From an optimization exercise on the open Yosys and OpenROAD flow, aimed at small area; shortcuts taken in it are not production practice. The RTL was checked by simulation tests, not by an equivalence proof against the original design. Power and IR drop assume default switching activity.

**flow/config.mk**
```make
export PLATFORM = sky130hd
export DESIGN_NAME = tm_master_multislave_fast_rb
export DESIGN_NICKNAME = tm_master_multislave_fast_rb
export VERILOG_FILES = /design/flow/design.v
export SDC_FILE = /design/flow/constraint.sdc
export NUM_CORES = 4
export LEC_CHECK = 0
export CAP_MARGIN = 20
export CORE_MARGIN = 2
export CORE_UTILIZATION = 40
export SLEW_MARGIN = 20
```
**flow/constraint.sdc**
```tcl
create_clock -name core_clock -period 5.0 [get_ports {clk}]
set_input_delay 1.0000 -clock core_clock [delete_from_list [all_inputs] [get_ports {clk}]]
set_output_delay 1.0000 -clock core_clock [all_outputs]
set_load 0.01 [all_outputs]
```
**flow/design.v**
```verilog
module tm_master_multislave_fast_rb
#(
    parameter NUM_CREDITS = 15,  
    parameter ADDRESS_WIDTH = 4,
    parameter VC_ADDRESS_WIDTH = 2,
    parameter NUM_VC = 4,
	parameter WIDTH_DATA_OUT = 128,
	parameter WIDTH_DATA_IN = 128,
    parameter WIDTH_TAG = 8
)
(
	input clk,
	input rst,
    input      send_valid_in,
    output reg [WIDTH_TAG-1:0] send_tag,
    input      send_ready_in,   
    output     send_ready_out,  
    input       receive_valid_in,
    output reg  receive_valid_out,
    input       receive_ready_in,   
    output      receive_ready_out,   
    input [WIDTH_TAG-1:0] receive_tag,
    input      [WIDTH_DATA_IN-1 : 0] receive_data_in,   
    output reg [WIDTH_DATA_IN-1 : 0] receive_data_out   
);
assign receive_ready_out = receive_ready_in;
integer i;
localparam COUNTER_WIDTH = $clog2(NUM_CREDITS+1)+1;
reg [COUNTER_WIDTH-1:0] credit_counter;
reg [WIDTH_TAG-1:0] curr_tag;
reg found_data;
reg [WIDTH_DATA_IN+WIDTH_TAG-1:0] storage_buffer [0:NUM_CREDITS];
reg [NUM_CREDITS:0] storage_buffer_valid;
reg [WIDTH_DATA_IN-1:0] curr_read_data;
reg [WIDTH_TAG-1:0] curr_read_tag;
reg [COUNTER_WIDTH - 1 : 0] next_read_addr;
reg [COUNTER_WIDTH - 1 : 0] next_write_addr;
always@(posedge clk)
begin
    if(rst)
    begin
        for(i=0;i<=NUM_CREDITS;i++)
        begin
            storage_buffer[i] = 0;
            storage_buffer_valid[i] = 0;
        end
        next_read_addr = 0;
        next_write_addr = 0;
        curr_tag = 0;
        receive_valid_out <= 0;
    end
    else 
    begin
        if(receive_valid_in)
        begin
            next_write_addr = receive_tag % (NUM_CREDITS+1);
            storage_buffer[next_write_addr] = {receive_tag,receive_data_in};
            storage_buffer_valid[next_write_addr] = 1;
        end
        next_read_addr = curr_tag % (NUM_CREDITS+1);
        found_data = 0;
        receive_valid_out <= 0;
        if(storage_buffer_valid[next_read_addr])
        begin
            {curr_read_tag,curr_read_data} = storage_buffer[next_read_addr];
            storage_buffer_valid[next_read_addr] = 0;
            curr_tag = curr_tag + 1;
            found_data = 1;
            receive_data_out <= curr_read_data;
            receive_valid_out <= 1;
        end
    end
end
always@ (posedge clk)
begin
    if(rst)
        send_tag <= 0;
    else if(send_valid_in)
        send_tag <= send_tag + 1;
end
always @ (posedge clk)
begin
	if (rst)
	begin
        credit_counter = NUM_CREDITS+1;
	end
	else
	begin
        if(send_valid_in===1'b1)
        begin
            credit_counter = credit_counter - 1;
        end
        if(receive_valid_out===1'b1) 
        begin
            credit_counter = credit_counter + 1;
        end
	end
end
assign send_ready_out = (credit_counter > 1) && send_ready_in===1'b1;
endmodule
```
**flow/run.sh**
```bash
#!/bin/bash
# synth_recipe.tcl (not shown) runs the flow's synth.tcl, then flattens the netlist and writes it again
# the make line also repeats each setting of config.mk as NAME=value (left out here)
make -C /OpenROAD-flow-scripts/flow DESIGN_CONFIG=/design/flow/config.mk WORK_HOME=/design/flow/orfs CLKGATE_MAP_FILE= SYNTH_SCRIPT=/design/flow/synth_recipe.tcl finish
```
==> impl_metrics.csv, run 1 <==
group,metric,value,unit
sta,setup_viol,0,
sta,worstMarginPinSlew,1.006,ns
global_route,grtUsageTotal,25.06,%
synth,synth_seq_cells,2210,
synth,synthCells,8890,
clocking,cts_buffers,225,
placement,placed_area,0.09440,mm²
clocking,root_buffer,"clkbuf_16",
routing,met1_length,125.8,mm
clocking,cts_max_path_buffers,3,
sta,slew_viol_final,0,
routing,top_layer,"met5",
global_route,grt_max_degree,211,
floorplan,core_area,0.2191,mm²
synth,ys_types,62,
synth,yosys_warnings,2,
sta,period_share,85.99,%
finish,final_common_cell,"nor2_1",
synth,synthXorXnorAreaFrac,0.1692,%
worst_setup_path,cpPeakStageDelay,0.74,ns
routing,wl,290.8,mm
worst_setup_path,crit_arrival,4.87,ns
worst_setup_path,worstSetupEndpointType,"flop",
routing,drtAntennaViolNets,0,
synth,yosys.area_share.simple,12.07,%
clocking,cts_tree,"done",
sta,skew,0.06459,ns
worst_setup_path,cp-start-kind,"flop",
routing,drt-initial-drc-count,6463,
synth,synth_adder_area_share,0.2275,%
clocking,clk_pin_slew,0.06,ns
run_status,outcome,"no timing/DRC/antenna violations",
synth,syn_area,0.08799,mm²
power_and_ir_drop,irDropWorstVdd,334.2,µV
sta,tns,0,ns
sta,min_period,4.299,ns
routing,dr_wl_met3,19.44,mm
routing,avgRoutedWirePerCell,24.49,µm
floorplan,row_count,172,
sta,slew_headroom,32.96,%
floorplan,initial_core_util,40.16,%
finish,fin_nets,8948,
clocking,clk-insertion-delay-late,0.90,ns
sta,hold_viol,0,
floorplan,die-area,0.2237,mm²
synth,ys_seq_area_share,51.74,%
finish,syn_to_final_growth,16.27,%
hold_path,hp-class,"reg2reg",
clocking,cts_hold_repair.buffers,0,
routing,dr_wl_met2,137.7,mm
synth,syn_avg_cell_area,9.897,µm²
placement,dp_slack,0.03344,ns
sta,fmax,232.6,MHz
hold_path,hp-start,"storage_buffer[4][54]$_SDFF_PP0_",
placement,hpwl,159.9,mm
power_and_ir_drop,p_per_area,381.4,mW/mm²
clocking,cts-resized-gates,0,
floorplan,die_x,473.0,µm
sta,rsz0062_at_grt,"false",
synth,synth_flop_cell,"dfxtp_1",
synth,synth_top_family_by_area,"multiplexers",
sta,layout_setup_ws,0.7006,ns
power_and_ir_drop,power.leakage,0.04843,µW
worst_setup_path,worst-setup-path-type,"reg2reg",
placement,finalWeightedCongestion,0.8258,
routing,drc,0,
worst_setup_path,path_cells,"inv_1 > ha_1 > nand3_4 > buf_12 > nor2_1 > a22oi_1 > nand2_1 > nor4_1 > a22oi_1",
worst_setup_path,cp_common_cell,"a22oi_1",
synth,synth_mux_area_share,23.10,%
worst_setup_path,cp_max_fo,46,
synth,async_reset_ff_share,0,%
sta,holdWs,0.4569,ns
floorplan,ios,281,
routing,firstDrtPassIters,12,
clocking,cts_setup_buffers,0,
global_route,overflow,0,
global_route,antenna_found_initial,37,
floorplan,die_h,473.0,µm
global_route,grt_pass1_vias,66220,
worst_setup_path,crit_start,"curr_tag[1]$_SDFFE_PP0P_",
clocking,htreeDepth,4,
finish,drive_gt1_share,7.298,%
routing,drt-vias-per-instance,5.768,
worst_setup_path,critPathRequiredTime,5.57,ns
power_and_ir_drop,finalPower,39020,µW
finish,layout.cells.most_common_list,"nor2_1, dfxtp_1, mux2i_1, o22ai_1, clkdlybuf4s50_1",
worst_setup_path,cpMaxStageDelayCell,"nor2_1",
worst_setup_path,reg2reg_slack,0.70,ns
worst_setup_path,reg2reg_from,"curr_tag[1]$_SDFFE_PP0P_",
global_route,grt_pass1_wl,429.2,mm
routing,num_vias,68479,
finish,final_area,0.1023,mm²
clocking,clock_sinks,2210,
placement,io_buffers,274,
synth,synth-compound-area-share,8.774,%
synth,synth_edf_count,128,
flow_run,cap_violations,0,
cell type report:
type | instances | area (µm²)
Multi-Input combinational cell | 5819 | 39310
Tap cell | 2871 | 3592
Clock buffer | 353 | 6930
Timing Repair Buffer | 523 | 5931
Clock inverter | 73 | 940.9
Antenna cell | 13 | 32.53
Inverter | 11 | 41.29
Fill cell | 20410 | 116800
Sequential cell | 2210 | 45520
flip-flops by register name, indices dropped and copies added (netlist names):
register              count
storage_buffer         2048
receive_data_out        128
storage_buffer_valid     16
send_tag                  8
credit_counter            5
curr_tag                  4
receive_valid_out         1
kinds of logic after synthesis:
family / Yosys count
mux: 2030
flops: 2210
compound gates: 1148
simple gates: 2608
fa+ha+maj: 16
xor+xnor: 17
buf+inv: 861
final timing paths:
check	endpoint	cells past startpoint
min reg2reg	storage_buffer[4][54]$_SDFF_PP0_	2
max reg2reg	receive_data_out[104]$_DFFE_PP_	9
max	receive_data_out[104]$_DFFE_PP_	9
min	storage_buffer[4][54]$_SDFF_PP0_	2
per-stage QoR:
stage | utilization, % | instances
CTS | 46.68 | 11860
global route | 46.69 | 11866
detailed placement | 43.09 | 11434
global placement | 43.09 | 11434
floorplan | - | 8890
finish | 46.70 | 11873
synth_stat cells (all sizes together) (12+ instances only):
cell type | count | area, µm²
a21oi | 53 | 269.0
a22oi | 131 | 983.4
a311oi | 16 | 140.1
buf | 225 | 1055
clkbuf | 625 | 2352
dfxtp | 2082 | 41680
edfxtp | 128 | 3844
ha | 16 | 200.2
mux2i | 2028 | 20300
nand2 | 86 | 322.8
nor2 | 2190 | 8220
nor2b | 12 | 75.07
nor3 | 16 | 85.08
nor4 | 244 | 1526
o21ai | 17 | 85.08
o221ai | 121 | 1060
o22ai | 750 | 4692
critical path: cells and delay by family, from the launching register on:
kind	cells	cell delay (ns)
adders and majority gates	1	0.61
AOI/OAI and AO/OA	2	0.62
buffers and inverters	2	0.77
and+or+nand+nor	4	1.43
DFF	1	0.55
metal layers:
metal / vias up / GRT usage, %
met1: 34183 / 33.47
met3: 520 / 3.756
met2: 2538 / 41.67
li1: 31212 / -
met4: 26 / 7.634
met5: - / 0
power breakdown:
group | switching (µW) | internal (µW) | leakage, µW | total, µW
combinational | 1870 | 1080 | 0.0265 | 2950
sequential | 161 | 18300 | 0.0181 | 18500
clock | 7350 | 10200 | 0.00386 | 17600
==> inputs of run 2 (changes only) <==
==> flow/design.v (replaced) <==
module tm_master_multislave_fast_rb
#(
    parameter NUM_CREDITS = 15,  
    parameter ADDRESS_WIDTH = 4,
    parameter VC_ADDRESS_WIDTH = 2,
    parameter NUM_VC = 4,
	parameter WIDTH_DATA_OUT = 128,
	parameter WIDTH_DATA_IN = 128,
    parameter WIDTH_TAG = 8
)
(
	input clk,
	input rst,
    input      send_valid_in,
    output reg [WIDTH_TAG-1:0] send_tag,
    input      send_ready_in,   
    output     send_ready_out,  
    input       receive_valid_in,
    output reg  receive_valid_out,
    input       receive_ready_in,   
    output      receive_ready_out,   
    input [WIDTH_TAG-1:0] receive_tag,
    input      [WIDTH_DATA_IN-1 : 0] receive_data_in,   
    output reg [WIDTH_DATA_IN-1 : 0] receive_data_out   
);
localparam NS = 15;    
localparam W  = WIDTH_DATA_IN;
assign receive_ready_out = receive_ready_in;
reg [W-1:0]  mem [0:NS-1];
reg [NS-1:0] vld;
reg [3:0]    exp_tag;     
reg [3:0]    last_slot;   
wire [3:0] exp_slot = (last_slot == NS-1) ? 4'd0 : last_slot + 4'd1;
wire [3:0] rdist  = receive_tag[3:0] - exp_tag;
wire [4:0] ssum  = {1'b0, exp_slot} + {1'b0, rdist};
wire [3:0] wslot = (ssum >= NS) ? ssum - NS : ssum[3:0];
wire [NS-1:0] wr_en;
wire [NS-1:0] exp_oh;
wire [NS-1:0] last_oh;
genvar g;
generate
    for (g = 0; g < NS; g = g + 1) begin : dec
        assign wr_en[g]   = receive_valid_in && (wslot == g);
        assign exp_oh[g]  = (exp_slot == g);
        assign last_oh[g] = (last_slot == g);
    end
endgenerate
wire found = |((vld | wr_en) & exp_oh);
integer k;
wire [NS-1:0] keep = ~({NS{rst}} | (receive_valid_out ? last_oh : {NS{1'b0}}));
wire [NS-1:0] put  = rst ? {NS{1'b0}} : wr_en;
always @(posedge clk) begin
    for (k = 0; k < NS; k = k + 1)
        mem[k] <= (mem[k] & {W{keep[k]}}) | (receive_data_in & {W{put[k]}});
end
always @(posedge clk) begin
    if (rst) begin
        vld               <= 0;
        exp_tag           <= 0;
        last_slot         <= NS-1;
        receive_valid_out <= 0;
    end else begin
        vld               <= (vld | wr_en) & ~(found ? exp_oh : {NS{1'b0}});
        receive_valid_out <= found;
        if (found) begin
            exp_tag   <= exp_tag + 4'd1;
            last_slot <= exp_slot;
        end
    end
end
always @(*) begin
    receive_data_out = {W{1'b0}};
    for (k = 0; k < NS; k = k + 1)
        receive_data_out = receive_data_out | (mem[k] & {W{last_oh[k]}});
end
always @(posedge clk) begin
    if (rst)
        send_tag <= 0;
    else if (send_valid_in)
        send_tag <= send_tag + 1;
end
wire [3:0] pend = send_tag[3:0] - exp_tag;
assign send_ready_out = send_ready_in &&
                        !(pend == 4'd15 || (pend == 4'd14 && receive_valid_out));
endmodule
--- a/flow/config.mk
+++ b/flow/config.mk
@@ -8,4 +8,5 @@
 export CAP_MARGIN = 20
 export CORE_MARGIN = 2
-export CORE_UTILIZATION = 40
+export CORE_UTILIZATION = 60
+export CTS_BUF_LIST = sky130_fd_sc_hd__clkbuf_4 sky130_fd_sc_hd__clkbuf_8
 export SLEW_MARGIN = 20
==> impl_metrics.csv, run 2 <==
group,metric,value,unit
synth,synth_adder_area_share,0.3186,%
finish,layout.cells.most_common_list,"a22o_1, dfxtp_1, a22oi_1, clkbuf_8, clkdlybuf4s50_1",
clocking,cts_max_path_buffers,4,
worst_setup_path,crit_start,"last_slot[0]$_SDFFE_PP0N_",
clocking,cts_hold_repair.buffers,0,
power_and_ir_drop,finalPower,49740,µW
worst_setup_path,path_cells,"buf_6 > or2b_4 > nor2_4 > buf_12 > a22oi_1 > and3_1 > nand4_1 > clkdlybuf4s50_1",
floorplan,initial_core_util,60.32,%
routing,avgRoutedWirePerCell,33.85,µm
finish,layoutNonFillerInstCount,8015,
synth,synth_seq_cells,1952,
finish,nFillCells,8423,
synth,yosys-top-cells-area,"dfxtp_1, a22o_1, a22oi_1",
sta,setup_viol,0,
synth,synth_top_area_cell,"dfxtp_1",
finish,drive_gt1_share,14.48,%
synth,ys_seq_area_share,55.90,%
power_and_ir_drop,switching_share,30.82,%
sta,fmax,202.5,MHz
clocking,clock_sinks,1952,
global_route,antenna_found_initial,34,
floorplan,core_area,0.1159,mm²
synth,synth.most_common_cell,"a22o_1",
power_and_ir_drop,power.leakage,0.03131,µW
sta,skew,0.04001,ns
sta,slew_headroom,14.46,%
synth,netlist.area_leader.share,55.90,%
global_route,grtUsageTotal,43.73,%
clocking,htreeDepth,5,
hold_path,hp-start,"mem[9][69]$_DFF_P_",
routing,drt-initial-drc-count,8895,
synth,ys_types,77,
clocking,cts_buffers,319,
synth,synth_flop_cell,"dfxtp_1",
sta,tns,0,ns
sta,hold_viol,0,
placement,dp_slack,-0.6231,ns
routing,firstDrtPassIters,7,
worst_setup_path,critPathRequiredTime,4.00,ns
worst_setup_path,cp_num_buf_inv,3,
finish,syn_to_final_growth,18.76,%
power_and_ir_drop,irDropWorstVdd,405.5,µV
sta,period_share,98.79,%
worst_setup_path,worst-setup-path-type,"reg2out",
synth,synth_mux_area_share,0.2219,%
global_route,grt_pass1_vias,58913,
power_and_ir_drop,p_per_area,599.1,mW/mm²
routing,drc,0,
routing,num_vias,61021,
synth,yosys.area_share.simple,3.490,%
placement,hpwl,134.8,mm
worst_setup_path,cp.depth,8,
power_and_ir_drop,combPwrFrac,23.1,%
sta,slew_viol_final,0,
worst_setup_path,r2r_cells,15,
routing,drtAntennaViolNets,0,
sta,min_period,4.939,ns
worst_setup_path,endpoint,"receive_data_out[55]",
finish,fin_nets,6414,
synth,syn_avg_cell_area,11.42,µm²
worst_setup_path,cpPeakStageDelay,0.60,ns
synth,yosys_warnings,2,
synth,syn_area,0.06991,mm²
run_status,outcome,"no timing/DRC/antenna violations",
global_route,grt_pass1_wl,398.6,mm
clocking,clk-insertion-delay-late,1.02,ns
floorplan,die_h,345.3,µm
worst_setup_path,cp_max_fo,68,
worst_setup_path,cpMaxStageDelayCell,"clkdlybuf4s50_1",
worst_setup_path,reg2reg_slack,0.20,ns
clocking,cts_tree,"done",
floorplan,die_x,345.3,µm
flow_run,cap_violations,0,
power_and_ir_drop,power.switching,15330,µW
floorplan,ios,281,
synth,synth_edf_count,0,
worst_setup_path,reg2reg_from,"exp_tag[0]$_SDFFE_PP0N_",
worst_setup_path,worstSetupEndpointType,"output port",
routing,dr_wl_met2,117.5,mm
clocking,clk_pin_slew,0.06,ns
synth,synth_top_family_by_area,"compound AO/OA/AOI/OAI gates",
global_route,overflow,0,
routing,top_layer,"met5",
synth,async_reset_ff_share,0,%
power_and_ir_drop,seq_power_share,47.7,%
synth,ys_top_cells_by_count,"a22o_1, dfxtp_1, clkbuf_1",
floorplan,die-area,0.1193,mm²
placement,io_buffers,274,
worst_setup_path,reg2reg_to,"mem[11][49]$_DFF_P_",
routing,drt-vias-per-instance,7.613,
placement,finalWeightedCongestion,0.8492,
sta,rsz0062_at_grt,"false",
finish,largest_reg_flops,1920,
sta,layout_setup_ws,0.06053,ns
worst_setup_path,cp-start-kind,"flop",
finish,final_common_cell,"a22o_1",
floorplan,row_count,125,
power_and_ir_drop,p_clk_share,29.2,%
worst_setup_path,crit_arrival,3.94,ns
worst_setup_path,crit_family,"buffers and inverters",
routing,met1_length,103.8,mm
synth,synthXorXnorAreaFrac,0.1629,%
hold_path,hp-class,"reg2reg",
placement,dp.cells,7438,
power_and_ir_drop,p_int,34410,µW
sta,worstMarginPinSlew,1.283,ns
routing,wl,271.3,mm
synth,synthCells,6120,
routing,dr_wl_met3,37.07,mm
synth,synth-compound-area-share,35.54,%
sta,holdWs,0.4735,ns
global_route,grt_max_degree,129,
clocking,root_buffer,"clkbuf_8",
[run 2: cell count changes after synthesis, moves of 127 or more]
cell,before,now
nor2_1,2190,36
a22o_1,0,2048
mux2i_1,2028,8
o22ai_1,750,1
a22oi_1,131,517
nor4_1,244,2
dfxtp_1,2082,1952
a222oi_1,1,129
edfxtp_1,128,0
nand4_1,8,135
[run 2: logic make-up after synthesis]
logic type | after synthesis
flops | 1952
mux | 12
fa+ha+maj | 16
simple gates | 412
compound gates | 2915
buf+inv | 800
xor+xnor | 13
[run 2: worst min path at each step]
stage / to / slack (ns) / depth (start not counted)
floorplan: mem[0][0]$_DFF_P_ / 0.44 / 1
global placement: mem[5][90]$_DFF_P_ / 0.45 / 1
detailed placement: mem[7][76]$_DFF_P_ / 0.45 / 1
CTS: mem[12][126]$_DFF_P_ / 0.47 / 1
global route: mem[8][112]$_DFF_P_ / 0.48 / 1
finish: mem[9][69]$_DFF_P_ / 0.47 / 1
[run 2: final cells by class]
| type | instances | area [µm²] | area share [%] |
|---|---|---|---|
| antenna | 20 | 50.05 | 0.06028 |
| multi-input combinational | 3368 | 28210 | 33.98 |
| timing repair buffer | 595 | 7094 | 8.545 |
| clock inverter | 37 | 335.3 | 0.4039 |
| sequential | 1952 | 39080 | 47.07 |
| clock buffer | 499 | 6261 | 7.542 |
| inverter | 20 | 80.08 | 0.09646 |
| tap | 1524 | 1907 | 2.297 |
[run 2: stage by stage]
stage | utilization, % | area (µm²)
finish | 71.64 | 83020
floorplan | - | 69950
global placement | 65.52 | 75930
global route | 71.62 | 83010
CTS | 71.44 | 82800
detailed placement | 65.52 | 75930
[run 2: timing repair]
item,CTS,global route
gates cloned,3,2
resized for setup,18,21
pin swaps,4,2
setup endpoints to repair,80,65
setup buffers,9,7
[run 2: per-layer routing]
metal	GRT usage [%]	vias up
met1	58.99	30265
met3	11.26	957
li1	-	24871
met5	0	-
met2	65.78	4902
met4	20.42	26
[run 2: power groups by stage]
stage | Sequential (µW) | Combinational, µW | Clock (µW)
5_1_grt | 24200 | 12000 | 15200
2_1_floorplan | 23100 | 6660 | 0
4_1_cts | 23600 | 11200 | 14500
3_5_place_dp | 23800 | 11100 | 0
6_report | 23700 | 11500 | 14500
3_3_place_gp | 23700 | 10900 | 0
==> inputs of run 3 (changes only) <==
--- a/flow/design.v
+++ b/flow/design.v
@@ -48,9 +48,8 @@
 wire found = |((vld | wr_en) & exp_oh);
 integer k;
-wire [NS-1:0] keep = ~({NS{rst}} | (receive_valid_out ? last_oh : {NS{1'b0}}));
-wire [NS-1:0] put  = rst ? {NS{1'b0}} : wr_en;
 always @(posedge clk) begin
     for (k = 0; k < NS; k = k + 1)
-        mem[k] <= (mem[k] & {W{keep[k]}}) | (receive_data_in & {W{put[k]}});
+        if (wr_en[k])
+            mem[k] <= receive_data_in;
 end
 always @(posedge clk) begin
--- a/flow/config.mk
+++ b/flow/config.mk
@@ -8,5 +8,4 @@
 export CAP_MARGIN = 20
 export CORE_MARGIN = 2
-export CORE_UTILIZATION = 60
-export CTS_BUF_LIST = sky130_fd_sc_hd__clkbuf_4 sky130_fd_sc_hd__clkbuf_8
+export CORE_UTILIZATION = 40
 export SLEW_MARGIN = 20
==> impl_metrics.csv, run 3 <==
group,metric,value,unit
run_status,outcome,"no timing/DRC/antenna violations",
sta,layout_setup_ws,0.1362,ns
sta,hold_viol,0,
hold_path,hp-class,"reg2reg",
worst_setup_path,crit_family,"buffers and inverters",
finish,final_area,0.08556,mm²
sta,slew_viol_final,0,
clocking,clock_sinks,1952,
floorplan,die_x,422.2,µm
clocking,cts_buffers,189,
routing,wl,207.6,mm
floorplan,initial_core_util,40.25,%
floorplan,die-area,0.1783,mm²
synth,synthCells,3614,
routing,met1_length,85.22,mm
synth,yosys.area_share.simple,3.369,%
worst_setup_path,cpPeakStageDelay,0.60,ns
global_route,grt_pass1_wl,292.8,mm
routing,dr_wl_met2,101.0,mm
sta,period_share,97.28,%
clocking,clk-insertion-delay-late,0.85,ns
synth,synth_adder_area_share,0.3183,%
worst_setup_path,cp_num_buf_inv,4,
finish,final_common_cell,"edfxtp_1",
routing,drt-vias-per-instance,6.018,
finish,layout.cells.most_common_list,"edfxtp_1, a22oi_1, clkdlybuf4s50_1, clkbuf_16, buf_12",
power_and_ir_drop,power.switching,14910,µW
power_and_ir_drop,combPwrFrac,23.4,%
finish,fin_nets,4326,
worst_setup_path,critPathRequiredTime,4.00,ns
clocking,htreeDepth,4,
synth,ys_types,60,
synth,syn_avg_cell_area,19.36,µm²
sta,fmax,205.6,MHz
sta,worstMarginPinSlew,0.7178,ns
synth,synth_seq_cells,1952,
global_route,antenna_found_initial,20,
synth,ys_seq_area_share,83.32,%
finish,syn_to_final_growth,22.28,%
synth,async_reset_ff_share,0,%
sta,setup_viol,0,
clocking,clk_pin_slew,0.06,ns
routing,dr_wl_met3,16.91,mm
sta,min_period,4.864,ns
global_route,grtUsageTotal,22.67,%
placement,hpwl,110.8,mm
routing,firstDrtPassIters,8,
worst_setup_path,worstSetupEndpointType,"output port",
worst_setup_path,cp-start-kind,"flop",
routing,num_vias,40030,
synth,syn_area,0.06997,mm²
synth,synth-compound-area-share,11.24,%
worst_setup_path,cp_max_fo,22,
floorplan,die_h,422.2,µm
power_and_ir_drop,p_int,36180,µW
synth,synthXorXnorAreaFrac,0.1752,%
synth,yosys_warnings,2,
worst_setup_path,path_cells,"nand2b_1 > buf_4 > nor3_4 > buf_12 > buf_4 > a222oi_1 > and3_1 > nand4_1 > clkdlybuf4s50_1",
routing,drtAntennaViolNets,0,
power_and_ir_drop,p_clk_share,26.6,%
placement,finalWeightedCongestion,0.8013,
routing,top_layer,"met5",
sta,tns,0,ns
synth,synth_top_family_by_area,"compound AO/OA/AOI/OAI gates",
floorplan,core_area,0.1738,mm²
synth,synth_mux_area_share,0.2271,%
floorplan,ios,281,
power_and_ir_drop,power.leakage,0.02644,µW
global_route,grt_pass1_vias,39372,
clocking,root_buffer,"clkbuf_16",
worst_setup_path,cpMaxStageDelayCell,"clkdlybuf4s50_1",
power_and_ir_drop,p_per_area,597.2,mW/mm²
synth,synth.most_common_cell,"edfxtp_1",
worst_setup_path,crit_arrival,3.86,ns
synth,yosys-top-cells-area,"edfxtp_1, a22oi_1, a222oi_1",
synth,synth_edf_count,1920,
sta,skew,0.04713,ns
global_route,grt_max_degree,129,
power_and_ir_drop,irDropWorstVdd,439.0,µV
global_route,overflow,0,
sta,rsz0062_at_grt,"false",
placement,dp_slack,-0.7441,ns
sta,holdWs,0.4863,ns
routing,drc,0,
synth,synth_top_area_cell,"edfxtp_1",
worst_setup_path,worst-setup-path-type,"reg2out",
synth,synth_flop_cell,"edfxtp_1",
power_and_ir_drop,seq_power_share,50.0,%
placement,io_buffers,274,
flow_run,cap_violations,0,
finish,drive_gt1_share,14.93,%
clocking,cts_max_path_buffers,3,
power_and_ir_drop,finalPower,51100,µW
finish,largest_reg_flops,1920,
placement,placed_area,0.07929,mm²
synth,ys_top_cells_by_count,"edfxtp_1, a22oi_1, clkbuf_1",
sta,slew_headroom,52.00,%
routing,avgRoutedWirePerCell,31.21,µm
floorplan,row_count,153,
synth,netlist.area_leader.share,82.40,%
routing,drt-initial-drc-count,5317,
clocking,cts_tree,"done",
worst_setup_path,cp_common_cell,"buf_4",
power_and_ir_drop,switching_share,29.18,%
run 3: kinds of logic (layout without fill, tap and decap cells):
kind of cell	Yosys count	in the layout
xor+xnor	14	14
buf+inv	245	950
mux	15	15
simple gates	405	405
compound gates	967	967
other cells	0	8
flops	1952	1952
fa+ha+maj	16	16
run 3: worst paths after layout:
check / end / slack (ns) / cells after the start / from
setup / recovery: receive_data_out[63] / 0.14 / 9 / last_slot[3]$_SDFFE_PP1N_
hold / removal: send_tag[7]$_SDFFE_PP0P_ / 0.49 / 2 / send_tag[7]$_SDFFE_PP0P_
setup reg to reg: exp_tag[3]$_SDFFE_PP0N_ / 0.44 / 19 / last_slot[0]$_SDFFE_PP0N_
hold reg to reg: send_tag[7]$_SDFFE_PP0P_ / 0.49 / 2 / send_tag[7]$_SDFFE_PP0P_
run 3: power groups by stage:
stage | Sequential [µW] | Clock, µW | Combinational, µW
after floorplan | 25800 | 0 | 4470
after global placement | 25700 | 0 | 11800
after detailed placement | 25900 | 0 | 11800
after CTS | 25600 | 13800 | 11900
after global routing | 26000 | 14400 | 12500
final | 25500 | 13600 | 12000
run 3: per-stage QoR:
stage / cells / utilization (%)
after floorplan: 3614 / -
after global placement: 6285 / 45.62
after detailed placement: 6285 / 45.62
after CTS: 6641 / 49.15
after global routing: 6650 / 49.22
final: 6652 / 49.22
run 3: metal layers:
layer | vias to the layer above | GRT usage, %
met3 | 244 | 3.880
met2 | 1982 | 37.02
met5 | - | 0
met4 | 16 | 5.577
met1 | 21093 | 31.71
li1 | 16695 | -
run 3: repair_timing:
item	CTS	global route
hold endpoints to repair	0	0
hold buffers	0	0
gates resized for setup	14	14
endpoints found under the setup margin	115	31
setup buffers	10	1
cloned	4	2
pin swaps	4	4
run 3: layout make-up:
type	instances	area (µm²)
antenna	8	20.02
clock buffer	224	4882
clock inverter	118	1005
timing repair buffer	591	7313
multi-input combinational	1417	11060
inverter	17	76.32
tap	2325	2909
sequential	1952	58300
fill	14114	88260
run 3: worst register-to-register path: stages (launching register included):
cell and delay [ns]:
dfxtp_2 0.45, nand2b_1 0.24, nor2_4 0.08, nor2_1 0.16, ha_1 0.20, inv_1 0.06, fa_1 0.57, inv_2 0.06
ha_2 0.20, o21ai_4 0.18, a2111oi_0 0.08, or3_1 0.46, nand4b_1 0.33, nand2_1 0.22, a22oi_1 0.13, o211ai_1 0.32
nor4_4 0.09, buf_12 0.16, or3_1 0.35, a21oi_1 0.15
==> inputs of run 4 (changes only) <==
--- a/flow/design.v
+++ b/flow/design.v
@@ -48,8 +48,9 @@
 wire found = |((vld | wr_en) & exp_oh);
 integer k;
+wire [NS-1:0] keep = ~({NS{rst}} | (receive_valid_out ? last_oh : {NS{1'b0}}));
+wire [NS-1:0] put  = rst ? {NS{1'b0}} : wr_en;
 always @(posedge clk) begin
     for (k = 0; k < NS; k = k + 1)
-        if (wr_en[k])
-            mem[k] <= receive_data_in;
+        mem[k] <= (mem[k] & {W{keep[k]}}) | (receive_data_in & {W{put[k]}});
 end
 always @(posedge clk) begin
==> flow/flow/run.sh (new file) <==
#!/bin/bash
# Standard ORFS layout, with three changes after the standard synthesis:
#  - port buffers are buf_1 cells instead of the default delay buffer,
#  - the largest plain buffers are kept out of repair (smaller trees suffice),
#  - CTS clustering comes from config.mk.
set -uo pipefail
DU="sky130_fd_sc_hd__probe_p_8 sky130_fd_sc_hd__probec_p_8 sky130_fd_sc_hd__lpflow_bleeder_1 sky130_fd_sc_hd__lpflow_clkbufkapwr_1 sky130_fd_sc_hd__lpflow_clkbufkapwr_16 sky130_fd_sc_hd__lpflow_clkbufkapwr_2 sky130_fd_sc_hd__lpflow_clkbufkapwr_4 sky130_fd_sc_hd__lpflow_clkbufkapwr_8 sky130_fd_sc_hd__lpflow_clkinvkapwr_1 sky130_fd_sc_hd__lpflow_clkinvkapwr_16 sky130_fd_sc_hd__lpflow_clkinvkapwr_2 sky130_fd_sc_hd__lpflow_clkinvkapwr_4 sky130_fd_sc_hd__lpflow_clkinvkapwr_8 sky130_fd_sc_hd__lpflow_decapkapwr_12 sky130_fd_sc_hd__lpflow_decapkapwr_3 sky130_fd_sc_hd__lpflow_decapkapwr_4 sky130_fd_sc_hd__lpflow_decapkapwr_6 sky130_fd_sc_hd__lpflow_decapkapwr_8 sky130_fd_sc_hd__lpflow_inputiso0n_1 sky130_fd_sc_hd__lpflow_inputiso0p_1 sky130_fd_sc_hd__lpflow_inputiso1n_1 sky130_fd_sc_hd__lpflow_inputiso1p_1 sky130_fd_sc_hd__lpflow_inputisolatch_1 sky130_fd_sc_hd__lpflow_isobufsrc_1 sky130_fd_sc_hd__lpflow_isobufsrc_16 sky130_fd_sc_hd__lpflow_isobufsrc_2 sky130_fd_sc_hd__lpflow_isobufsrc_4 sky130_fd_sc_hd__lpflow_isobufsrc_8 sky130_fd_sc_hd__lpflow_isobufsrckapwr_16 sky130_fd_sc_hd__lpflow_lsbuf_lh_hl_isowell_tap_1 sky130_fd_sc_hd__lpflow_lsbuf_lh_hl_isowell_tap_2 sky130_fd_sc_hd__lpflow_lsbuf_lh_hl_isowell_tap_4 sky130_fd_sc_hd__lpflow_lsbuf_lh_isowell_4 sky130_fd_sc_hd__lpflow_lsbuf_lh_isowell_tap_1 sky130_fd_sc_hd__lpflow_lsbuf_lh_isowell_tap_2 sky130_fd_sc_hd__lpflow_lsbuf_lh_isowell_tap_4 sky130_fd_sc_hd__buf_12 sky130_fd_sc_hd__buf_16 sky130_fd_sc_hd__bufbuf_16 sky130_fd_sc_hd__bufinv_16 sky130_fd_sc_hd__bufbuf_8 sky130_fd_sc_hd__bufinv_8"
bash standard.sh synth > synth.log 2>&1 || exit 1
bash standard.sh "BUFFER_PORTS_ARGS=-buffer_cell sky130_fd_sc_hd__buf_1" "DONT_USE_CELLS=$DU" finish > layout.log 2>&1 || exit 1
==> flow/standard.sh (new file) <==
#!/bin/bash
# synth_recipe.tcl (not shown) runs the flow's synth.tcl, then flattens the netlist and writes it again
# the make line also repeats each setting of config.mk as NAME=value (left out here)
make -C /OpenROAD-flow-scripts/flow DESIGN_CONFIG=/design/flow/config.mk WORK_HOME=/design/flow/orfs CLKGATE_MAP_FILE= SYNTH_SCRIPT=/design/flow/synth_recipe.tcl "${@:-finish}"
--- a/flow/config.mk
+++ b/flow/config.mk
@@ -9,3 +9,5 @@
 export CORE_MARGIN = 2
 export CORE_UTILIZATION = 40
+export CTS_CLUSTER_DIAMETER = 100
+export CTS_CLUSTER_SIZE = 30
 export SLEW_MARGIN = 20
removed: flow/run.sh
==> impl_metrics.csv, run 4 <==
group,metric,value,unit
worst_setup_path,crit_start,"last_slot[2]$_SDFFE_PP1N_",
placement,placed_area,0.07429,mm²
sta,tns,0,ns
synth,ys_top_cells_by_count,"a22o_1, dfxtp_1, clkbuf_1",
synth,syn_area,0.06991,mm²
synth,netlist.area_leader.share,55.90,%
worst_setup_path,worstSetupEndpointType,"output port",
power_and_ir_drop,combPwrFrac,25.5,%
worst_setup_path,reg2reg_from,"exp_tag[0]$_SDFFE_PP0N_",
finish,largest_reg_flops,1920,
power_and_ir_drop,p_int,28440,µW
routing,drtAntennaViolNets,0,
synth,ys_types,77,
global_route,grtUsageTotal,30.40,%
power_and_ir_drop,finalPower,42610,µW
finish,drive_gt1_share,10.83,%
sta,period_share,98.22,%
power_and_ir_drop,irDropWorstVdd,362.8,µV
clocking,clk_pin_slew,0.12,ns
clocking,cts_buffers,77,
routing,avgRoutedWirePerCell,33.18,µm
synth,yosys-top-cells-area,"dfxtp_1, a22o_1, a22oi_1",
placement,io_buffers,274,
power_and_ir_drop,power.switching,14170,µW
floorplan,die_h,422.1,µm
routing,wl,283.9,mm
floorplan,row_count,153,
clocking,clk-insertion-delay-late,0.76,ns
floorplan,ios,281,
sta,fmax,203.6,MHz
synth,syn_avg_cell_area,11.42,µm²
worst_setup_path,critPathRequiredTime,4.00,ns
synth,synth_flop_cell,"dfxtp_1",
routing,drt-initial-drc-count,8301,
power_and_ir_drop,seq_power_share,55.5,%
sta,holdWs,0.4814,ns
routing,drt-vias-per-instance,6.914,
floorplan,die_x,422.1,µm
worst_setup_path,worst-setup-path-type,"reg2out",
run_status,outcome,"no timing/DRC/antenna violations",
global_route,overflow,0,
sta,min_period,4.911,ns
worst_setup_path,crit_arrival,3.91,ns
finish,fin_nets,6354,
routing,firstDrtPassIters,9,
synth,synthCells,6120,
power_and_ir_drop,power.leakage,0.02847,µW
finish,syn_to_final_growth,9.767,%
global_route,grt_max_degree,59,
worst_setup_path,cp_max_fo,17,
synth,synth_edf_count,0,
power_and_ir_drop,p_clk_share,18.9,%
hold_path,hp-class,"reg2reg",
sta,slew_viol_final,0,
finish,final_area,0.07673,mm²
floorplan,core_area,0.1738,mm²
finish,final_common_cell,"a22o_1",
flow_run,cap_violations,0,
global_route,grt_pass1_wl,409.3,mm
synth,synth_seq_cells,1952,
sta,slew_headroom,22.11,%
clocking,cts_tree,"done",
routing,drc,0,
global_route,grt_pass1_vias,56635,
synth,synth_top_area_cell,"dfxtp_1",
floorplan,initial_core_util,40.22,%
synth,async_reset_ff_share,0,%
worst_setup_path,cp-start-kind,"flop",
hold_path,hp-start,"mem[10][33]$_DFF_P_",
sta,setup_viol,0,
power_and_ir_drop,switching_share,33.26,%
routing,num_vias,59169,
placement,finalWeightedCongestion,0.8540,
synth,yosys_warnings,2,
sta,hold_viol,0,
sta,worstMarginPinSlew,1.166,ns
sta,skew,0.04136,ns
power_and_ir_drop,p_per_area,555.3,mW/mm²
synth,ys_seq_area_share,55.90,%
synth,synth.most_common_cell,"a22o_1",
clocking,htreeDepth,3,
placement,hpwl,166.5,mm
finish,layout.cells.most_common_list,"a22o_1, dfxtp_1, a22oi_1, buf_1, buf_2",
clocking,cts_max_path_buffers,3,
clocking,root_buffer,"clkbuf_16",
clocking,clock_sinks,1952,
floorplan,die-area,0.1781,mm²
global_route,antenna_found_initial,40,
-- run 4: critical path: stages (launching register included) --
cell and delay [ns]:
dfxtp_1 0.48, buf_2 0.25, or2b_2 0.41, nor3_4 0.50
buf_4 0.31, buf_4 0.38, a22o_1 0.21, a221oi_1 0.05
and3_1 0.20, nand4_1 0.18, buf_1 0.18
-- run 4: final cells by class --
cell class              count  area [µm²]
flip-flops and latches   1952       39080
repair buffers            777        4212
clock buffers              81        2016
fillers                 16196       97090
multi-input cells        3368       28230
diodes                     26       65.06
well taps                2325        2909
inverters                  20       80.08
clock inverters             9       147.6
-- run 4: power by group through the flow --
stage / sequential, µW / clock [µW] / combinational [µW]
floorplan: 23100 / 0 / 6660
global placement: 23700 / 0 / 10300
detailed placement: 23800 / 0 / 10500
CTS: 23500 / 8120 / 10600
global route: 24200 / 8620 / 11400
finish: 23700 / 8070 / 10900
-- run 4: metrics by stage --
stage | utilization [%] | setup slack [ns] | std cells
2_1_floorplan | - | -0.03869 | 6120
3_3_place_gp | 42.73 | -0.7004 | 8428
3_5_place_dp | 42.74 | -0.7312 | 8429
4_1_cts | 44.00 | -0.1037 | 8519
5_1_grt | 44.14 | -0.03116 | 8556
6_report | 44.15 | 0.08893 | 8558
-- run 4: layer usage --
metal  GRT usage [%]  share of wire [%]  vias to the layer above
li1                -                  -                    24611
met1           41.85                 41                    30039
met2           46.46                 44                     3871
met3           4.933                 10                      632
met4           14.38                4.7                       16
met5               0              0.032                        -
-- run 4: path summary, 6_finish.rpt --
| path | end | slack, ns | depth (start not counted) |
|---|---|---|---|
| max | receive_data_out[51] | 0.09 | 10 |
| min | mem[10][33]$_DFF_P_ | 0.48 | 1 |
| max reg2reg | mem[10][33]$_DFF_P_ | 0.14 | 17 |
| min reg2reg | mem[10][33]$_DFF_P_ | 0.48 | 1 |
-- run 4: kinds of logic (layout without fill, tap and decap cells) --
group                      Yosys count  after routing  share of synthesized area, %
buffers and inverters              800            887                         4.364
muxes                               12             12                        0.2219
and+or+nand+nor                    412            412                         3.490
adders and majority gates           16             16                        0.3186
xor gates and xnor gates            13             13                        0.1629
AOI/OAI and AO/OA                 2915           2915                         35.54
DFF                               1952           1952                         55.90
other                                0             26                             0
-- run 4: timing repair --
action	in CTS	in global routing
endpoints found under the setup margin	92	696
pin swaps	0	4
setup buffers	0	11
gates resized for setup	6	23
hold buffers	0	0
==> inputs of run 5 (changes only) <==
--- a/flow/design.v
+++ b/flow/design.v
@@ -22,5 +22,5 @@
     input [WIDTH_TAG-1:0] receive_tag,
     input      [WIDTH_DATA_IN-1 : 0] receive_data_in,   
-    output reg [WIDTH_DATA_IN-1 : 0] receive_data_out   
+    output     [WIDTH_DATA_IN-1 : 0] receive_data_out   
 );
 localparam NS = 15;    
@@ -30,9 +30,7 @@
 reg [NS-1:0] vld;
 reg [3:0]    exp_tag;     
-reg [3:0]    last_slot;   
-wire [3:0] exp_slot = (last_slot == NS-1) ? 4'd0 : last_slot + 4'd1;
-wire [3:0] rdist  = receive_tag[3:0] - exp_tag;
+reg [3:0]    exp_slot;    
+wire [3:0] rdist = receive_tag[3:0] - exp_tag;
 wire [4:0] ssum  = {1'b0, exp_slot} + {1'b0, rdist};
-wire [3:0] wslot = (ssum >= NS) ? ssum - NS : ssum[3:0];
 wire [NS-1:0] wr_en;
 wire [NS-1:0] exp_oh;
@@ -41,7 +39,7 @@
 generate
     for (g = 0; g < NS; g = g + 1) begin : dec
-        assign wr_en[g]   = receive_valid_in && (wslot == g);
+        assign wr_en[g]   = receive_valid_in && (ssum == g || ssum == g + NS);
         assign exp_oh[g]  = (exp_slot == g);
-        assign last_oh[g] = (last_slot == g);
+        assign last_oh[g] = exp_oh[(g + 1) % NS];
     end
 endgenerate
@@ -58,5 +56,5 @@
         vld               <= 0;
         exp_tag           <= 0;
-        last_slot         <= NS-1;
+        exp_slot          <= 0;
         receive_valid_out <= 0;
     end else begin
@@ -65,13 +63,23 @@
         if (found) begin
             exp_tag   <= exp_tag + 4'd1;
-            last_slot <= exp_slot;
+            exp_slot  <= (exp_slot == NS-1) ? 4'd0 : exp_slot + 4'd1;
         end
     end
 end
-always @(*) begin
-    receive_data_out = {W{1'b0}};
-    for (k = 0; k < NS; k = k + 1)
-        receive_data_out = receive_data_out | (mem[k] & {W{last_oh[k]}});
-end
+wire [W-1:0] grp [0:4];
+genvar b, j;
+generate
+    for (j = 0; j < 5; j = j + 1) begin : rgrp
+        for (b = 0; b < W; b = b + 1) begin : rbit
+            rb_aoi3 u (.a(mem[3*j][b]), .b(mem[3*j+1][b]), .c(mem[3*j+2][b]),
+                       .sa(last_oh[3*j]), .sb(last_oh[3*j+1]), .sc(last_oh[3*j+2]),
+                       .y(grp[j][b]));
+        end
+    end
+    for (b = 0; b < W; b = b + 1) begin : rout
+        rb_nand5 u (.a(grp[0][b]), .b(grp[1][b]), .c(grp[2][b]), .d(grp[3][b]), .e(grp[4][b]),
+                    .y(receive_data_out[b]));
+    end
+endgenerate
 always @(posedge clk) begin
     if (rst)
@@ -84,2 +92,8 @@
                         !(pend == 4'd15 || (pend == 4'd14 && receive_valid_out));
 endmodule
+module rb_aoi3 (input a, input b, input c, input sa, input sb, input sc, output y);
+assign y = ~((a & sa) | (b & sb) | (c & sc));
+endmodule
+module rb_nand5 (input a, input b, input c, input d, input e, output y);
+assign y = ~(a & b & c & d & e);
+endmodule
--- a/flow/config.mk
+++ b/flow/config.mk
@@ -10,4 +10,6 @@
 export CORE_UTILIZATION = 40
 export CTS_CLUSTER_DIAMETER = 100
-export CTS_CLUSTER_SIZE = 30
+export CTS_CLUSTER_SIZE = 25
 export SLEW_MARGIN = 20
+export SYNTH_HIERARCHICAL = 1
+export SYNTH_MINIMUM_KEEP_SIZE = 0
==> impl_metrics.csv, run 5 <==
group,metric,value,unit
global_route,overflow,0,
global_route,grt_pass1_vias,52173,
clocking,cts_tree,"done",
synth,synthCells,5597,
clocking,cts_max_path_buffers,3,
floorplan,die_h,415.0,µm
clocking,clock_sinks,1952,
sta,skew,0.03047,ns
global_route,grt_pass1_wl,354.3,mm
placement,finalWeightedCongestion,0.8547,
run_status,outcome,"no timing/DRC/antenna violations",
sta,period_share,98.10,%
finish,syn_to_final_growth,9.727,%
floorplan,die_x,415.0,µm
sta,slew_viol_final,0,
synth,syn_area,0.06758,mm²
routing,num_vias,55008,
finish,layout.cells.most_common_list,"dfxtp_1, a22o_1, a222oi_1, buf_1, buf_4",
routing,drc,0,
routing,wl,239.0,mm
sta,min_period,4.905,ns
floorplan,die-area,0.1723,mm²
worst_setup_path,crit_arrival,3.91,ns
clocking,cts_buffers,89,
synth,syn_avg_cell_area,12.07,µm²
clocking,root_buffer,"clkbuf_16",
sta,rsz0062_at_grt,"false",
worst_setup_path,cp-start-kind,"flop",
worst_setup_path,worst-setup-path-type,"reg2out",
sta,worstMarginPinSlew,1.195,ns
sta,setup_viol,0,
clocking,cts_hold_repair.buffers,0,
routing,drtAntennaViolNets,0,
routing,avgRoutedWirePerCell,30.09,µm
worst_setup_path,path_cells,"buf_2 > nand2b_1 > nor2_4 > buf_4 > buf_2 > a222oi_1 > and3_1 > nand3_1 > buf_1",
worst_setup_path,cpPeakStageDelay,0.56,ns
synth,ys_seq_area_share,57.82,%
worst_setup_path,cp_num_buf_inv,4,
synth,synth_top_area_cell,"dfxtp_1",
synth,yosys_warnings,9,
global_route,antenna_found_initial,27,
power_and_ir_drop,irDropWorstVdd,300.9,µV
power_and_ir_drop,p_per_area,442.3,mW/mm²
sta,slew_headroom,20.31,%
finish,fin_nets,5874,
synth,yosys-top-cells-area,"dfxtp_1, a22o_1, a222oi_1",
synth,synth_flop_cell,"dfxtp_1",
synth,ys_top_cells_by_count,"dfxtp_1, a22o_1, a222oi_1",
hold_path,hp-class,"reg2reg",
worst_setup_path,cp_common_cell,"buf_2",
finish,drive_gt1_share,8.312,%
placement,dp.cells,7823,
routing,firstDrtPassIters,12,
sta,hold_viol,0,
global_route,grtUsageTotal,26.25,%
placement,hpwl,146.2,mm
routing,drt-initial-drc-count,9324,
finish,utilization,44.30,%
clocking,clk-insertion-delay-late,0.77,ns
routing,drt-vias-per-instance,6.925,
finish,nFillCells,15336,
synth,synth_seq_cells,1952,
worst_setup_path,cp_max_fo,24,
synth,synth_edf_count,0,
finish,largest_reg_flops,1920,
power_and_ir_drop,power.leakage,0.02722,µW
worst_setup_path,cpMaxStageDelayCell,"nor2_4",
floorplan,core_area,0.1674,mm²
finish,final_common_cell,"dfxtp_1",
worst_setup_path,crit_family,"simple AND/OR/NAND/NOR gates",
sta,fmax,203.9,MHz
clocking,clk_pin_slew,0.11,ns
synth,synth.most_common_cell,"dfxtp_1",
synth,async_reset_ff_share,0,%
finish,multi_input_area,0.02668,mm²
finish,layoutNonFillerInstCount,7943,
synth,ys_types,54,
global_route,grt_max_degree,85,
power_and_ir_drop,finalPower,32800,µW
clocking,htreeDepth,3,
finish,seqCellArea,0.03908,mm²
floorplan,row_count,150,
worst_setup_path,critPathRequiredTime,4.00,ns
floorplan,ios,281,
placement,io_buffers,274,
synth,netlist.area_leader.share,57.82,%
floorplan,initial_core_util,40.37,%
flow_run,cap_violations,0,
worst_setup_path,worstSetupEndpointType,"output port",
-- run 5: Yosys stat by module (local to each module, per instance) --
module / cell area [µm²] / cells inside / flops+latches / times used
tm_master_multislave_fast_rb: 59730 / 4701 / 1952 / 1
rb_nand5: 11.26 / 2 / 0 / 128
rb_aoi3: 10.01 / 1 / 0 / 640
-- run 5: metrics by stage --
step                setup TNS (ns)  setup slack, ns  hold slack, ns  instance area, µm²
floorplan                   -5.258         -0.07732          0.4420               67770
global placement                 0          0.02599          0.4549               71600
detailed placement               0          0.03281          0.4538               71600
CTS                              0          0.04371          0.4803               74070
global route                     0         0.006060          0.4899               74150
finish                           0          0.09496          0.4754               74160
-- run 5: repair_timing --
| action | in CTS | in global routing |
|---|---|---|
| setup buffers | 2 | 2 |
| endpoints found under the setup margin | 8 | 4 |
| endpoints found under the hold margin | 0 | 0 |
| resized for setup | 1 | 1 |
| pin swaps | 1 | 3 |
-- run 5: layout make-up --
class	count	share of cell area (%)
Multi-Input combinational cell	3060	35.98
Timing Repair Buffer	595	4.168
Antenna cell	12	0.04049
Clock inverter	8	0.1569
Sequential cell	1952	52.70
Tap cell	2204	3.719
Clock buffer	94	3.143
Inverter	18	0.09111
-- run 5: worst paths after layout --
check	slack, ns	to	from	depth (start not counted)
worst max-delay path	0.09	receive_data_out[10]	exp_slot[1]$_SDFFE_PP0N_	9
worst min register to register	0.48	mem[6][96]$_DFF_P_	mem[6][96]$_DFF_P_	1
worst min-delay path	0.48	mem[6][96]$_DFF_P_	mem[6][96]$_DFF_P_	1
worst max register to register	0.62	mem[4][13]$_DFF_P_	exp_tag[0]$_SDFFE_PP0N_	14
-- run 5: logic make-up (layout without fill, tap and decap cells) --
group,Yosys count,in the layout,synth area share [%]
mux,10,10,0.1518
fa+ha+maj,16,16,0.3296
xor+xnor,17,17,0.2314
buf+inv,585,715,3.277
simple gates,390,390,3.162
compound gates,2627,2627,35.03
flops,1952,1952,57.82
other cells,0,12,0
-- run 5: per-layer routing --
layer  up-vias  wire, µm  part of all wire (%)  global-route usage [%]
li1      23484         -                     -                       -
met1     27977    102100                    43                   37.08
met2      3152    107000                    45                   40.42
met3       377     21610                   9.0                   4.235
met4        18      8135                   3.4                   9.353
met5         -       122                 0.051                       0
-- run 5: report_power, final --
group / switching, µW / leakage (µW) / total [µW] / internal [µW]
sequential: 1110 / 0.0158 / 18600 / 17500
clock: 5010 / 0.00120 / 8400 / 3380
combinational: 3560 / 0.0103 / 5760 / 2200
==> inputs of run 6 (changes only) <==
--- a/flow/design.v
+++ b/flow/design.v
@@ -27,5 +27,5 @@
 localparam W  = WIDTH_DATA_IN;
 assign receive_ready_out = receive_ready_in;
-reg [W-1:0]  mem [0:NS-1];
+reg [W:0]    mem [0:NS-1];    
 reg [NS-1:0] vld;
 reg [3:0]    exp_tag;     
@@ -46,9 +46,20 @@
 wire found = |((vld | wr_en) & exp_oh);
 integer k;
-wire [NS-1:0] keep = ~({NS{rst}} | (receive_valid_out ? last_oh : {NS{1'b0}}));
-wire [NS-1:0] put  = rst ? {NS{1'b0}} : wr_en;
+wire [NS-1:0] put  = wr_en;
+wire [NS-1:0] keep = ~wr_en;
+wire [W:0]    din  = {1'b0, receive_data_in};
+wire [W:0]    nxt [0:NS-1];
+genvar b, j;
+generate
+    for (j = 0; j < NS; j = j + 1) begin : sslot
+        for (b = 0; b <= W; b = b + 1) begin : sbit
+            rb_st u (.s(mem[j][b]), .keep(keep[j]), .d(din[b]), .put(put[j]),
+                     .y(nxt[j][b]));
+        end
+    end
+endgenerate
 always @(posedge clk) begin
     for (k = 0; k < NS; k = k + 1)
-        mem[k] <= (mem[k] & {W{keep[k]}}) | (receive_data_in & {W{put[k]}});
+        mem[k] <= nxt[k];
 end
 always @(posedge clk) begin
@@ -67,9 +78,9 @@
     end
 end
-wire [W-1:0] grp [0:4];
-genvar b, j;
+wire [W:0] grp [0:4];
+wire [W:0] rword;
 generate
     for (j = 0; j < 5; j = j + 1) begin : rgrp
-        for (b = 0; b < W; b = b + 1) begin : rbit
+        for (b = 0; b <= W; b = b + 1) begin : rbit
             rb_aoi3 u (.a(mem[3*j][b]), .b(mem[3*j+1][b]), .c(mem[3*j+2][b]),
                        .sa(last_oh[3*j]), .sb(last_oh[3*j+1]), .sc(last_oh[3*j+2]),
@@ -77,9 +88,10 @@
         end
     end
-    for (b = 0; b < W; b = b + 1) begin : rout
+    for (b = 0; b <= W; b = b + 1) begin : rout
         rb_nand5 u (.a(grp[0][b]), .b(grp[1][b]), .c(grp[2][b]), .d(grp[3][b]), .e(grp[4][b]),
-                    .y(receive_data_out[b]));
+                    .y(rword[b]));
     end
 endgenerate
+assign receive_data_out = rword[W-1:0] ^ {W{rword[W]}};
 always @(posedge clk) begin
     if (rst)
@@ -98,2 +110,5 @@
 assign y = ~(a & b & c & d & e);
 endmodule
+module rb_st (input s, input keep, input d, input put, output y);
+assign y = ~((s | put) & (d | keep));
+endmodule
--- a/flow/config.mk
+++ b/flow/config.mk
@@ -8,7 +8,8 @@
 export CAP_MARGIN = 20
 export CORE_MARGIN = 2
-export CORE_UTILIZATION = 40
+export CORE_UTILIZATION = 55
 export CTS_CLUSTER_DIAMETER = 100
 export CTS_CLUSTER_SIZE = 25
+export PLACE_DENSITY = 0.7
 export SLEW_MARGIN = 20
 export SYNTH_HIERARCHICAL = 1
==> impl_metrics.csv, run 6 <==
group,metric,value,unit
run_status,outcome,"no timing/DRC/antenna violations",
worst_setup_path,cpPeakStageDelay,0.79,ns
floorplan,row_count,123,
finish,syn_to_final_growth,12.58,%
synth,syn_area,0.06223,mm²
synth,netlist.area_leader.share,63.28,%
global_route,grt_pass1_wl,327.6,mm
floorplan,ios,281,
placement,io_buffers,274,
synth,synth_seq_cells,1967,
clocking,htreeDepth,3,
worst_setup_path,cp_common_cell,"buf_2",
synth,synthXorXnorAreaFrac,2.021,%
worst_setup_path,r2r_cells,13,
synth,yosys.area_share.simple,3.432,%
worst_setup_path,endpoint,"receive_data_out[72]",
synth,synth_edf_count,0,
routing,drt-vias-per-instance,7.600,
worst_setup_path,crit_start,"exp_slot[2]$_SDFFE_PP0N_",
clocking,cts_max_path_buffers,3,
clocking,cts_buffers,89,
routing,num_vias,56350,
synth,ys_top_cells_by_count,"dfxtp_1, o22ai_1, a222oi_1",
finish,nFillCells,9159,
global_route,grtUsageTotal,35.55,%
sta,period_share,98.99,%
clocking,clk-insertion-delay-late,0.71,ns
power_and_ir_drop,p_per_area,677.7,mW/mm²
worst_setup_path,reg2reg_to,"mem[4][8]$_DFF_P_",
routing,firstDrtPassIters,13,
sta,min_period,4.950,ns
synth,yosys_warnings,9,
sta,fmax,202.0,MHz
global_route,grt_max_degree,63,
synth,syn_avg_cell_area,11.91,µm²
synth,synth_top_area_cell,"dfxtp_1",
worst_setup_path,reg2reg_slack,0.72,ns
synth,yosys-top-cells-area,"dfxtp_1, o22ai_1, a222oi_1",
global_route,overflow,0,
sta,setup_viol,0,
clocking,cts-resized-gates,5,
floorplan,initial_core_util,55.39,%
synth,synth_top_family_by_area,"compound AO/OA/AOI/OAI gates",
floorplan,core_area,0.1123,mm²
finish,fin_nets,6054,
clocking,cts_tree,"done",
synth,synth_mux_area_share,0.08646,%
worst_setup_path,worst-setup-path-type,"reg2out",
finish,utilization,62.36,%
routing,drt-initial-drc-count,9829,
floorplan,die_h,340.4,µm
routing,drc,0,
worst_setup_path,cpMaxStageDelayCell,"buf_2",
floorplan,die_x,340.4,µm
placement,hpwl,135.1,mm
worst_setup_path,cp-start-kind,"flop",
worst_setup_path,crit_arrival,3.95,ns
synth,synth.most_common_cell,"dfxtp_1",
routing,wl,217.1,mm
hold_path,hp-class,"reg2reg",
synth,synth_adder_area_share,0.3579,%
finish,largest_reg_flops,1935,
sta,rsz0062_at_grt,"false",
sta,hold_viol,0,
worst_setup_path,cp_max_fo,31,
clocking,clk_pin_slew,0.10,ns
finish,layout.cells.most_common_list,"dfxtp_1, o22ai_1, a222oi_1, buf_1, buf_4",
synth,ys_seq_area_share,63.28,%
sta,skew,0.02067,ns
routing,avgRoutedWirePerCell,29.28,µm
flow_run,cap_violations,0,
synth,synth-compound-area-share,30.43,%
power_and_ir_drop,power.leakage,0.02511,µW
placement,placed_area,0.06758,mm²
synth,synthCells,5223,
sta,worstMarginPinSlew,1.066,ns
global_route,antenna_found_initial,16,
placement,finalWeightedCongestion,0.8917,
worst_setup_path,path_cells,"buf_2 > nor4_4 > buf_2 > a222oi_1 > nand3_1 > xor2_1 > buf_1",
global_route,grt_pass1_vias,53395,
synth,synth_flop_cell,"dfxtp_1",
clocking,cts_hold_repair.buffers,0,
clocking,cts_setup_buffers,0,
finish,final_common_cell,"dfxtp_1",
finish,final_area,0.07006,mm²
worst_setup_path,critPathRequiredTime,4.00,ns
worst_setup_path,worstSetupEndpointType,"output port",
clocking,clock_sinks,1967,
synth,ys_types,55,
synth,async_reset_ff_share,0,%
clocking,root_buffer,"clkbuf_16",
sta,slew_headroom,28.94,%
finish,drive_gt1_share,8.332,%
worst_setup_path,reg2reg_from,"exp_tag[0]$_SDFFE_PP0N_",
power_and_ir_drop,irDropWorstVdd,430.4,µV
floorplan,die-area,0.1159,mm²
routing,drtAntennaViolNets,0,
sta,slew_viol_final,0,
==> run 6: cell types whose count changed after synthesis, moves of 12 or more <==
cell	change
clkbuf_1	-522
xor2_1	+128
nor2_1	+15
o22ai_1	+1932
a22o_1	-1921
dfxtp_1	+15
inv_1	+12
buf_1	-16
==> run 6: layer usage <==
metal  GRT usage, %  vias up  part of all wire (%)
met4          12.89       12                   3.2
li1               -    24187                     -
met3          7.350      422                    12
met5              0        -                 0.030
met1          49.62    28079                    40
met2          54.64     3650                    45
==> run 6: worst min-delay path by stage <==
stage               cells after the start                  end           startpoint
floorplan                               1    mem[0][0]$_DFF_P_    mem[0][0]$_DFF_P_
global placement                        1   mem[0][67]$_DFF_P_   mem[0][67]$_DFF_P_
detailed placement                      1   mem[0][99]$_DFF_P_   mem[0][99]$_DFF_P_
CTS                                     1   mem[7][39]$_DFF_P_   mem[7][39]$_DFF_P_
global route                            1  mem[11][74]$_DFF_P_  mem[11][74]$_DFF_P_
finish                                  1   mem[7][39]$_DFF_P_   mem[7][39]$_DFF_P_
==> run 6: logic make-up after synthesis <==
| group | Yosys count |
|---|---|
| other cells | 1 |
| simple gates | 396 |
| buf+inv | 60 |
| compound gates | 2636 |
| fa+ha+maj | 16 |
| mux | 5 |
| xor+xnor | 142 |
| flops | 1967 |
==> run 6: area by class of cell <==
class	count	area (µm²)	area share (%)
tap	1500	1877	2.679
multi-input combinational	3210	23060	32.92
antenna	9	22.52	0.03215
timing repair buffer	595	3070	4.383
inverter	33	211.5	0.3018
clock buffer	96	2370	3.383
clock inverter	4	58.81	0.08394
sequential	1967	39380	56.21
==> run 6: modules after synthesis (local to each module, per instance) <==
| module | flops+latches | cell area, µm² |
|---|---|---|
| rb_aoi3 | 0 | 10.01 |
| tm_master_multislave_fast_rb | 1967 | 42220 |
| rb_nand5 | 0 | 11.26 |
| rb_st | 0 | 6.256 |
==> run 6: through the flow <==
stage | setup TNS [ns] | power (µW) | instances | hold WS [ns] | worst slack, ns
2_1_floorplan | -4015.87 | 35130 | 5237 | 0.4210 | -2.927
3_3_place_gp | 0 | 38300 | 7305 | 0.4289 | 0.02653
3_5_place_dp | 0 | 39140 | 7305 | 0.4363 | 0.02357
4_1_cts | 0 | 47160 | 7405 | 0.4488 | 0.1134
5_1_grt | 0 | 49790 | 7413 | 0.4582 | 0.001021
6_report | 0 | 47480 | 7414 | 0.4470 | 0.05045
==> run 6: report_power, final <==
part	total, µW	internal, µW	switching (µW)
Sequential	28500	24100	4370
Combinational	10800	5130	5630
Clock	8250	3400	4850
Total	47500	32600	14800
==> run 6: worst max-delay path: cells and delay by family (launching register included) <==
| family | cells | cell delay [ns] |
|---|---|---|
| DFF | 1 | 0.45 |
| xor gates and xnor gates | 1 | 0.23 |
| and+or+nand+nor | 2 | 1.07 |
| buffers and inverters | 3 | 1.23 |
| AOI/OAI and AO/OA | 1 | 0.24 |
==> inputs of run 7 (changes only) <==
--- a/flow/config.mk
+++ b/flow/config.mk
@@ -8,8 +8,7 @@
 export CAP_MARGIN = 20
 export CORE_MARGIN = 2
-export CORE_UTILIZATION = 55
+export CORE_UTILIZATION = 40
 export CTS_CLUSTER_DIAMETER = 100
 export CTS_CLUSTER_SIZE = 25
-export PLACE_DENSITY = 0.7
 export SLEW_MARGIN = 20
 export SYNTH_HIERARCHICAL = 1
==> impl_metrics.csv, run 7 <==
group,metric,value,unit
sta,slew_headroom,28.18,%
synth,async_reset_ff_share,0,%
sta,slew_viol_final,0,
sta,fmax,205.1,MHz
floorplan,die_x,398.4,µm
clocking,clock_sinks,1967,
synth,synthCells,5223,
power_and_ir_drop,power.switching,15070,µW
clocking,htreeDepth,3,
global_route,grt_pass1_vias,54107,
power_and_ir_drop,power.leakage,0.02525,µW
synth,synth.most_common_cell,"dfxtp_1",
clocking,cts_tree,"done",
synth,yosys_warnings,9,
floorplan,initial_core_util,40.35,%
power_and_ir_drop,p_per_area,672.4,mW/mm²
finish,seqCellArea,0.03938,mm²
finish,drive_gt1_share,8.846,%
global_route,grt_max_degree,68,
sta,skew,0.02985,ns
worst_setup_path,cp_num_buf_inv,5,
finish,multi_input_area,0.02308,mm²
worst_setup_path,path_cells,"buf_2 > nand2b_1 > buf_2 > nor3_4 > buf_2 > buf_4 > a222oi_1 > and3_1 > nand3_1 > xor2_1 > buf_1",
sta,hold_viol,0,
power_and_ir_drop,irDropWorstVdd,432.6,µV
finish,utilization,46.01,%
synth,synth_seq_cells,1967,
synth,synth_top_area_cell,"dfxtp_1",
sta,tns,0,ns
power_and_ir_drop,switching_share,31.59,%
global_route,antenna_found_initial,12,
placement,dp_slack,0.02833,ns
floorplan,die-area,0.1587,mm²
routing,drt-initial-drc-count,8694,
worst_setup_path,worst-setup-path-type,"reg2out",
finish,layout.cells.most_common_list,"dfxtp_1, o22ai_1, a222oi_1, buf_1, buf_4",
worst_setup_path,cpMaxStageDelayCell,"a222oi_1",
worst_setup_path,r2r_cells,15,
finish,syn_to_final_growth,14.03,%
worst_setup_path,worstSetupEndpointType,"output port",
worst_setup_path,crit_start,"exp_slot[1]$_SDFFE_PP0N_",
worst_setup_path,cp_max_fo,32,
worst_setup_path,endpoint,"receive_data_out[29]",
clocking,cts_setup_buffers,0,
routing,drtAntennaViolNets,0,
sta,holdWs,0.4482,ns
flow_run,cap_violations,0,
clocking,clk-insertion-delay-late,0.77,ns
routing,wl,233.0,mm
synth,yosys-top-cells-area,"dfxtp_1, o22ai_1, a222oi_1",
synth,synth_flop_cell,"dfxtp_1",
worst_setup_path,reg2reg_to,"mem[4][96]$_DFF_P_",
finish,nFillCells,14455,
floorplan,ios,281,
routing,drt-vias-per-instance,7.032,
sta,min_period,4.876,ns
synth,ys_types,55,
routing,avgRoutedWirePerCell,29.17,µm
worst_setup_path,cpPeakStageDelay,0.47,ns
placement,hpwl,142.4,mm
sta,setup_viol,0,
floorplan,core_area,0.1542,mm²
global_route,grtUsageTotal,27.98,%
clocking,root_buffer,"clkbuf_16",
run_status,outcome,"no timing/DRC/antenna violations",
power_and_ir_drop,finalPower,47720,µW
power_and_ir_drop,p_int,32640,µW
finish,fin_nets,6084,
worst_setup_path,reg2reg_from,"exp_tag[0]$_SDFFE_PP0N_",
run 7: logic make-up (layout without fill, tap and decap cells):
family | count (synthesis) | in the layout | share of synthesized area, %
compound gates | 2636 | 2636 | 30.43
xor+xnor | 142 | 142 | 2.021
fa+ha+maj | 16 | 16 | 0.3579
buf+inv | 60 | 758 | 0.3840
flops | 1967 | 1967 | 63.28
mux | 5 | 5 | 0.08645
other cells | 1 | 22 | 0.006026
simple gates | 396 | 396 | 3.432
run 7: power groups by stage:
| stage | Combinational, µW | Sequential [µW] | Clock (µW) |
|---|---|---|---|
| 3_5_place_dp | 10700 | 28600 | 0 |
| 3_3_place_gp | 10300 | 28300 | 0 |
| 5_1_grt | 11800 | 29300 | 9050 |
| 2_1_floorplan | 7580 | 27600 | 0 |
| 6_report | 10900 | 28400 | 8410 |
| 4_1_cts | 10700 | 28300 | 8530 |
run 7: per-stage QoR:
step,area (µm²),instances
final,70960,7986
after global routing,70950,7982
after CTS,70920,7979
after detailed placement,68420,7877
after global placement,68420,7877
after floorplan,62460,5237
run 7: routing by layer:
layer / part of all wire [%] / routed length, µm / GRT usage [%] / vias up
met5: 0.020 / 47 / 0 / -
met4: 3.7 / 8688 / 11.25 / 6
met3: 9.6 / 22290 / 5.282 / 463
met2: 45 / 104900 / 43.69 / 3088
met1: 42 / 97010 / 38.08 / 28373
li1: - / - / - / 24230
run 7: what timing repair did:
action | 4_1_cts | 5_1_grt
gates resized for setup | 6 | 5
pin swaps | 0 | 3
setup endpoints to repair | 118 | 35
run 7: area by class of cell:
cell class | instances | share of cell area [%]
inverter | 33 | 0.2980
antenna | 7 | 0.02469
clock buffer | 93 | 3.250
timing repair buffer | 623 | 4.544
clock inverter | 9 | 0.2504
sequential | 1967 | 55.50
tap | 2044 | 3.604
multi-input combinational | 3210 | 32.53
run 7: Yosys stat by module (local to each module, per instance):
module	times used	flip-flops and latches
rb_nand5	129	0
tm_master_multislave_fast_rb	1	1967
rb_st	1935	0
rb_aoi3	645	0
run 7: how the worst min path moves through the flow:
| stage | startpoint | end | cells past startpoint |
|---|---|---|---|
| floorplan | mem[0][0]$_DFF_P_ | mem[0][0]$_DFF_P_ | 1 |
| global placement | mem[0][0]$_DFF_P_ | mem[0][0]$_DFF_P_ | 1 |
| detailed placement | mem[3][61]$_DFF_P_ | mem[3][61]$_DFF_P_ | 1 |
| CTS | mem[14][12]$_DFF_P_ | mem[14][12]$_DFF_P_ | 1 |
| global route | mem[7][113]$_DFF_P_ | mem[7][113]$_DFF_P_ | 1 |
| finish | mem[6][78]$_DFF_P_ | mem[6][78]$_DFF_P_ | 1 |

[separate check: timing with driven ports]
The results above use ideal ports. As a check the final layouts listed here were re-extracted and re-timed, cells and wires unchanged.
Step 1 assumes that a clkbuf_16 drives the clock port and a buf_2 every other input.
Step 2 times the ports against the registers' clock, not the clock port: input delays grow and output delays shrink by t, the midpoint of the rising clock arrivals with the driver on.
Three values: no drivers, after step 1, after step 2; two values: the first two.
run | t, ns | setup WS [ns]
run 1 | 0.955 | 0.701 / 0.701 / 0.001
run 2 | 1.070 | 0.061 / -0.017 / -0.757
run 3 | 0.910 | 0.136 / 0.052 / -0.559
run 4 | 0.818 | 0.089 / 0.005 / -0.475
run 5 | 0.823 | 0.095 / 0.016 / -0.043
run 6 | 0.772 | 0.050 / -0.029 / -0.022
run 7 | 0.826 | 0.124 / 0.042 / -0.102
Met with ideal ports but missed after step 2: setup timing in 6 of these runs.
